Source: an optimization exercise on an open RTL-to-GDS flow (aim: small area, a short achievable clock period and few clock cycles). Production flows keep margins and buffers that such runs may drop.
Only the layout flow was run in this run; the RTL was not checked for function there.
Power figures rest on the tool's default switching activity, not on a simulated workload.

### flow/config.mk
export PLATFORM = sky130hd
export DESIGN_NAME = apb_top
export DESIGN_NICKNAME = apb_top
export VERILOG_FILES = /design/flow/design.v
export SDC_FILE = /design/flow/constraint.sdc
export NUM_CORES = 4
export LEC_CHECK = 0
export ABC_CLOCK_PERIOD_IN_PS = 1200
export CAP_MARGIN = 20
export CORE_MARGIN = 2
export CORE_UTILIZATION = 60
export CTS_BUF_LIST = sky130_fd_sc_hd__clkbuf_16
export CTS_CLUSTER_DIAMETER = 60
export CTS_CLUSTER_SIZE = 20
export SETUP_SLACK_MARGIN = 2.0
export SLEW_MARGIN = 20
export SYNTH_HIERARCHICAL = 1
export SYNTH_MINIMUM_KEEP_SIZE = 0
### flow/constraint.sdc
create_clock -name core_clock -period 4.0 [get_ports {pclk}]
set_input_delay 0.8000 -clock core_clock [delete_from_list [all_inputs] [get_ports {pclk}]]
set_output_delay 0.8000 -clock core_clock [all_outputs]
set_load 0.01 [all_outputs]
### flow/design.v
`timescale 1ns / 1ps
module apb_master (
    input         pclk,
    input         presetn,
    input         start,
    input  [31:0] addr,
    output reg    done,
    output reg    error
);
    wire in_map = (addr[31:13] == 19'd0) && (addr[11:4] == 8'd0);
    always @(posedge pclk or negedge presetn) begin
        if (!presetn) begin
            done  <= 1'b0;
            error <= 1'b0;
        end else begin
            done  <= start;
            error <= !in_map;
        end
    end
endmodule
`timescale 1ns / 1ps
module apb_slave #(
    parameter [2:0] SEL = 3'd0
)(
    input         pclk,
    input         presetn,
    input         start,
    input         write,
    input  [31:0] addr,
    input  [3:0]  strb,
    input  [31:0] wdata,
    output reg [31:0] q,
    output        rsel        
);
    reg valid;
    wire hit    = (addr[12] == SEL[2]) && (addr[3:2] == SEL[1:0]);
    wire in_map = (addr[31:13] == 19'd0) && (addr[11:4] == 8'd0);
    wire wr     = start && write && hit && in_map;
    always @(posedge pclk or negedge presetn) begin
        if (!presetn)
            valid <= 1'b0;
        else if (wr)
            valid <= 1'b1;
    end
    genvar b;
    generate
        for (b = 0; b < 4; b = b + 1) begin : g_byte
            wire keep = !(wr && (strb[b] || !valid));
            wire load = wr && strb[b];
            always @(posedge pclk)
                q[8*b +: 8] <= (q[8*b +: 8] & {8{keep}}) | (wdata[8*b +: 8] & {8{load}});
        end
    endgenerate
    assign rsel = hit && valid;
endmodule
`timescale 1ns / 1ps
module apb_top(
    input        pclk,
    input        presetn,
    input        start,
    input        write,
    input [31:0] addr,
    input [31:0] wdata,
    input [3:0]  strb,
    input [2:0]  prot,
    output [31:0] rdata,
    output        done,
    output        error
);
    wire [31:0] q    [0:7];
    wire [7:0]  rsel;
    reg  [31:0] rdata_q;
    apb_master master (
        .pclk    (pclk),
        .presetn (presetn),
        .start   (start),
        .addr    (addr),
        .done    (done),
        .error   (error)
    );
    genvar k;
    generate
        for (k = 0; k < 8; k = k + 1) begin : g_reg
            apb_slave #(.SEL(k)) word (
                .pclk    (pclk),
                .presetn (presetn),
                .start   (start),
                .write   (write),
                .addr    (addr),
                .strb    (strb),
                .wdata   (wdata),
                .q       (q[k]),
                .rsel    (rsel[k])
            );
        end
    endgenerate
    always @(posedge pclk)
        rdata_q <= ({32{rsel[0]}} & q[0]) | ({32{rsel[1]}} & q[1])
                 | ({32{rsel[2]}} & q[2]) | ({32{rsel[3]}} & q[3])
                 | ({32{rsel[4]}} & q[4]) | ({32{rsel[5]}} & q[5])
                 | ({32{rsel[6]}} & q[6]) | ({32{rsel[7]}} & q[7]);
    assign rdata = rdata_q;
endmodule
### flow/flow/run.sh
#!/bin/bash
# The standard layout (bash standard.sh), with the port buffers that
# buffer_ports inserts made of a plain buffer cell instead of the delay cell it
# picks by default. ORFS writes each step's full log under orfs/logs/; make's
# own output goes to make_finish.log here.
set -euo pipefail
bash standard.sh "BUFFER_PORTS_ARGS=-buffer_cell sky130_fd_sc_hd__buf_2" finish > make_finish.log 2>&1
### flow/standard.sh
#!/bin/bash
# synth_recipe.tcl (not shown) runs the flow's synth.tcl, then flattens the netlist and writes it again
# the make line also repeats each setting of config.mk as NAME=value (left out here)
make -C /OpenROAD-flow-scripts/flow DESIGN_CONFIG=/design/flow/config.mk WORK_HOME=/design/flow/orfs CLKGATE_MAP_FILE= SYNTH_SCRIPT=/design/flow/synth_recipe.tcl "${@:-finish}"
==> results.txt <==
==> worst max path at each step <==
stage / end / slack, ns / cells past startpoint
2_1_floorplan: g_reg[1].word.q[10] / 1.84 / 4
3_3_place_gp: g_reg[3].word.q[12] / 1.27 / 5
3_5_place_dp: g_reg[3].word.q[12] / 1.23 / 5
4_1_cts: g_reg[4].word.q[13] / 1.91 / 6
5_1_grt: g_reg[2].word.q[30] / 1.75 / 6
6_report: g_reg[2].word.q[26] / 1.84 / 6
==> layout by cell type (no fill, tap or decap), drive strengths merged <==
cell type	count
buf	221
clkbuf	24
nor3	10
diode	3
o31ai	8
and4bb	8
and4	1
nand2	8
clkinv	4
nand4	41
inv	45
and3	1
dfxtp	288
nor3b	3
nand3	10
a2111o	32
and2	8
dfrtp	10
a22oi	128
a22o	256
and3b	3
nor2	8
nor4	78
==> per-module statistics from Yosys (local to each module, per instance), excerpt <==
| module | cell area [um^2] | flip-flops and latches | cells inside |
|---|---|---|---|
| apb_master | 108 | 2 | 11 |
| apb_top | 1960 | 32 | 216 |
==> area by class of cell <==
cell class / count / area, um^2
tap: 265 / 332
clock inverter: 9 / 88.8
sequential: 298 / 6020
inverter: 40 / 150
fill: 1205 / 4290
clock buffer: 21 / 526
antenna: 3 / 7.51
timing repair buffer: 224 / 1970
multi-input combinational: 603 / 6210
==> metrics by stage <==
stage	cell area [um^2]	std cells	worst slack [ns]	total power, mW	hold slack, ns
after floorplan	12300	963	1.84	3.13	0.449
after global placement	13100	1316	1.27	3.30	0.462
after detailed placement	13100	1316	1.23	3.31	0.464
after CTS	14700	1426	1.91	5.34	0.132
after global routing	15300	1463	1.75	5.52	0.158
final	15300	1463	1.84	5.38	0.159
==> cells in the mapped netlist (9+ instances only) <==
master,n,share of area
nand4_1,33,0.017
buf_2,18,0.0075
nor4_1,19,0.0098
a22o_1,256,0.19
nor4_4,53,0.093
dfrtp_1,10,0.021
dfxtp_1,288,0.48
nor3_1,9,0.0037
a2111o_1,32,0.030
a22oi_1,128,0.080
inv_1,40,0.012
==> state kept, by name, indices dropped and copies added, names as in the netlist <==
signal	count
rdata_q	32
g.word.valid	8
g.word.q	256
master.error	1
master.done	1
==> metal layers <==
layer,global-route usage,up-vias
met5,0,-
met4,0.145,0
met3,0.0549,189
met2,0.553,604
met1,0.437,5149
li1,-,4510
==> kinds of logic (layout without fill, tap and decap cells) <==
family / Yosys count / in the layout / share of synthesized area
flip-flops: 298 / 298 / 0.498
other: 0 / 3 / 0
buffers and inverters: 64 / 294 / 0.0255
AO/OA/AOI/OAI: 424 / 424 / 0.300
AND/OR/NAND/NOR: 177 / 179 / 0.177
==> power by group <==
group	internal [mW]	switching, mW
clock network	0.986	1.08
logic	0.115	0.243
registers	2.96	0.0000792
total	4.07	1.32
==> critical path, stage by stage <==
cell,delay (ns)
buf_2,0.22
nor3_1,0.40
nand3_4,0.20
buf_4,0.21
nor4_4,0.58
a22o_1,0.22
==> repair_timing <==
item | 4_1_cts | 5_1_grt
endpoints found under the setup margin | 277 | 259
pin swaps | 109 | 68
buffers inserted | 76 | 32
cloned | 4 | 2
resized for setup | 81 | 53
==> summary.md <==
| Metric | Value |
|---|---|
| Outcome | timing/DRC/antenna clean |
| Post-synth cell types | 29 |
| Post-synthesis sequential element count | around 300 |
| Post-route DRC | 0 |
| RSZ-0062 raised after global routing | yes |
| Crit. End Element | flop |
| Core ar. | just under 20000 um^2 |
| Routed wire length | approximately 39 mm |
| TritonCTS Buffers | 21 |
| RR Startpoint | g_reg[6].word.valid |
| Crit path from | addr[30] |
| Clk pin slew, worst setup/hold paths | about 0.080 ns |
| Fin util | 0.781 |
| Die W | 146 um |
| Final Wtd Congestion | between 0.8 and 0.9 |
| Tcrit/Tclk final | 0.541 |
| Worst Hold Class | input pin to async pin |
| Ports | 109 |
| Vias in the first global route | approximately 10000 |
| HPWL Detailed | around 22 mm |
| Setup TNS | 0 ns |
| Final hold vios | 0 |
| Synth Instances | around 960 |
| Met1 Routed Length | about 15 mm |
| GRT overflow | 0 |
| Synth warn | 16 |
| Initial Utilization | 0.617 |
| Pleak | 6.00 nW |
| H-tree depth | 1 |
| VDD IR max | ~0.35 mV |
| FP Rows | a little over 50 |
| Critical Path RT | roughly 4.5 ns |
| Pwr Density | about 350 nW/um^2 |
| Max Cap Viol | 0 |
| Slew Limit Headroom | 0.581 |
| Clock Sinks | ~300 |
| Average wire per standard cell | 26.6 um |
| Vias per inst | approximately 7.1 |
| Average instance area after synthesis | around 13 um^2 |
| Worst-margin pin slew | 0.624 ns |
| Ys flop type | dfxtp_1 |
| Slew Limit Fails | 0 |
| CP Launch Type | input pin |
| PortBufs | around 100 |
| Worst-skew pair later-pin latency | between 0.5 and 0.6 ns |
| FF-to-FF path depth | 4 |
| Critical path type | input pin to flop |
| Setup violators final | 0 |
| Sequential-to-total area share from yosys stat | 0.498 |
| Die area | between 20000 and 25000 um^2 |
| Post-synth EDFFs | 0 |
| Critical path arrival | 2.63 ns |
| Largest net degree at the start of global routing | 33 |
| Pre-antenna DRT Iters | 5 |
| FFs w/ async S/R, synth | 0.0336 |
| Post-Syn Nets | 1038 |
| Share of cells above drive strength 1 | 0.325 |
| Vias | between 10000 and 15000 |
| Post-synthesis cell area | ~12000 um^2 |
| Post-Route Skew | between 0.01 and 0.015 ns |
| Met3 wire length | approximately 3.2 mm |
| Fmax | around 0.46 GHz |
| First-pass GRT wire length | approximately 57 mm |
| P&R area growth vs syn | 26.6% |
| DR iter-0 viols | 996 |
| Total track usage | 0.335 |
| Root Driver | clkbuf_16 |
| # hold bufs at CTS | 0 |
| Final nets | 1263 |
| Post-route ant nets | 0 |
| Top Metal Used | met4 |
| Reg-to-reg setup timing slack | 2.24 ns |
| Die Span Y | between 100 and 150 um |
| CTS tree | yes |
| Post-route minimum period | roughly 2.2 ns |
| Worst flop-to-flop path endpoint | rdata_q[17] |
| Initial antenna violation count | 3 |
| Worst Path Max Fanout | 9 |
| CTS Buffer Depth | 3 |
| WL met2 | between 15 and 20 mm |

## static timing again, ports no longer ideal
How much do the figures lean on ideal ports? The routed layout below was timed once more, with nothing changed but the port constraints. Step 1 sets driving cells, clkbuf_16 on the clock port and buf_2 on the other inputs (assumed; they add their load-dependent delay and slew). Step 2, shift: input delay + t, output delay - t, t = (earliest + latest rising clock arrival at the registers) / 2. This alone moves slack from input paths to output paths. Slacks: ideal ports / drivers / drivers and shift; pairs: ideal ports / drivers.
shift t [ns]: 0.564
slack for setup (ns): 1.837 / 1.819 / 1.255
hold WS [ns]: 0.159 / 0.140 / 0.487
worst register clock-pin slew, ns: 0.08 / 0.08
pins driven straight from the clock port: 1
After both steps this run still meets setup and hold. For this run, drivers alone change the setup slack by -0.018 ns; drivers and shift together by -0.582 ns.
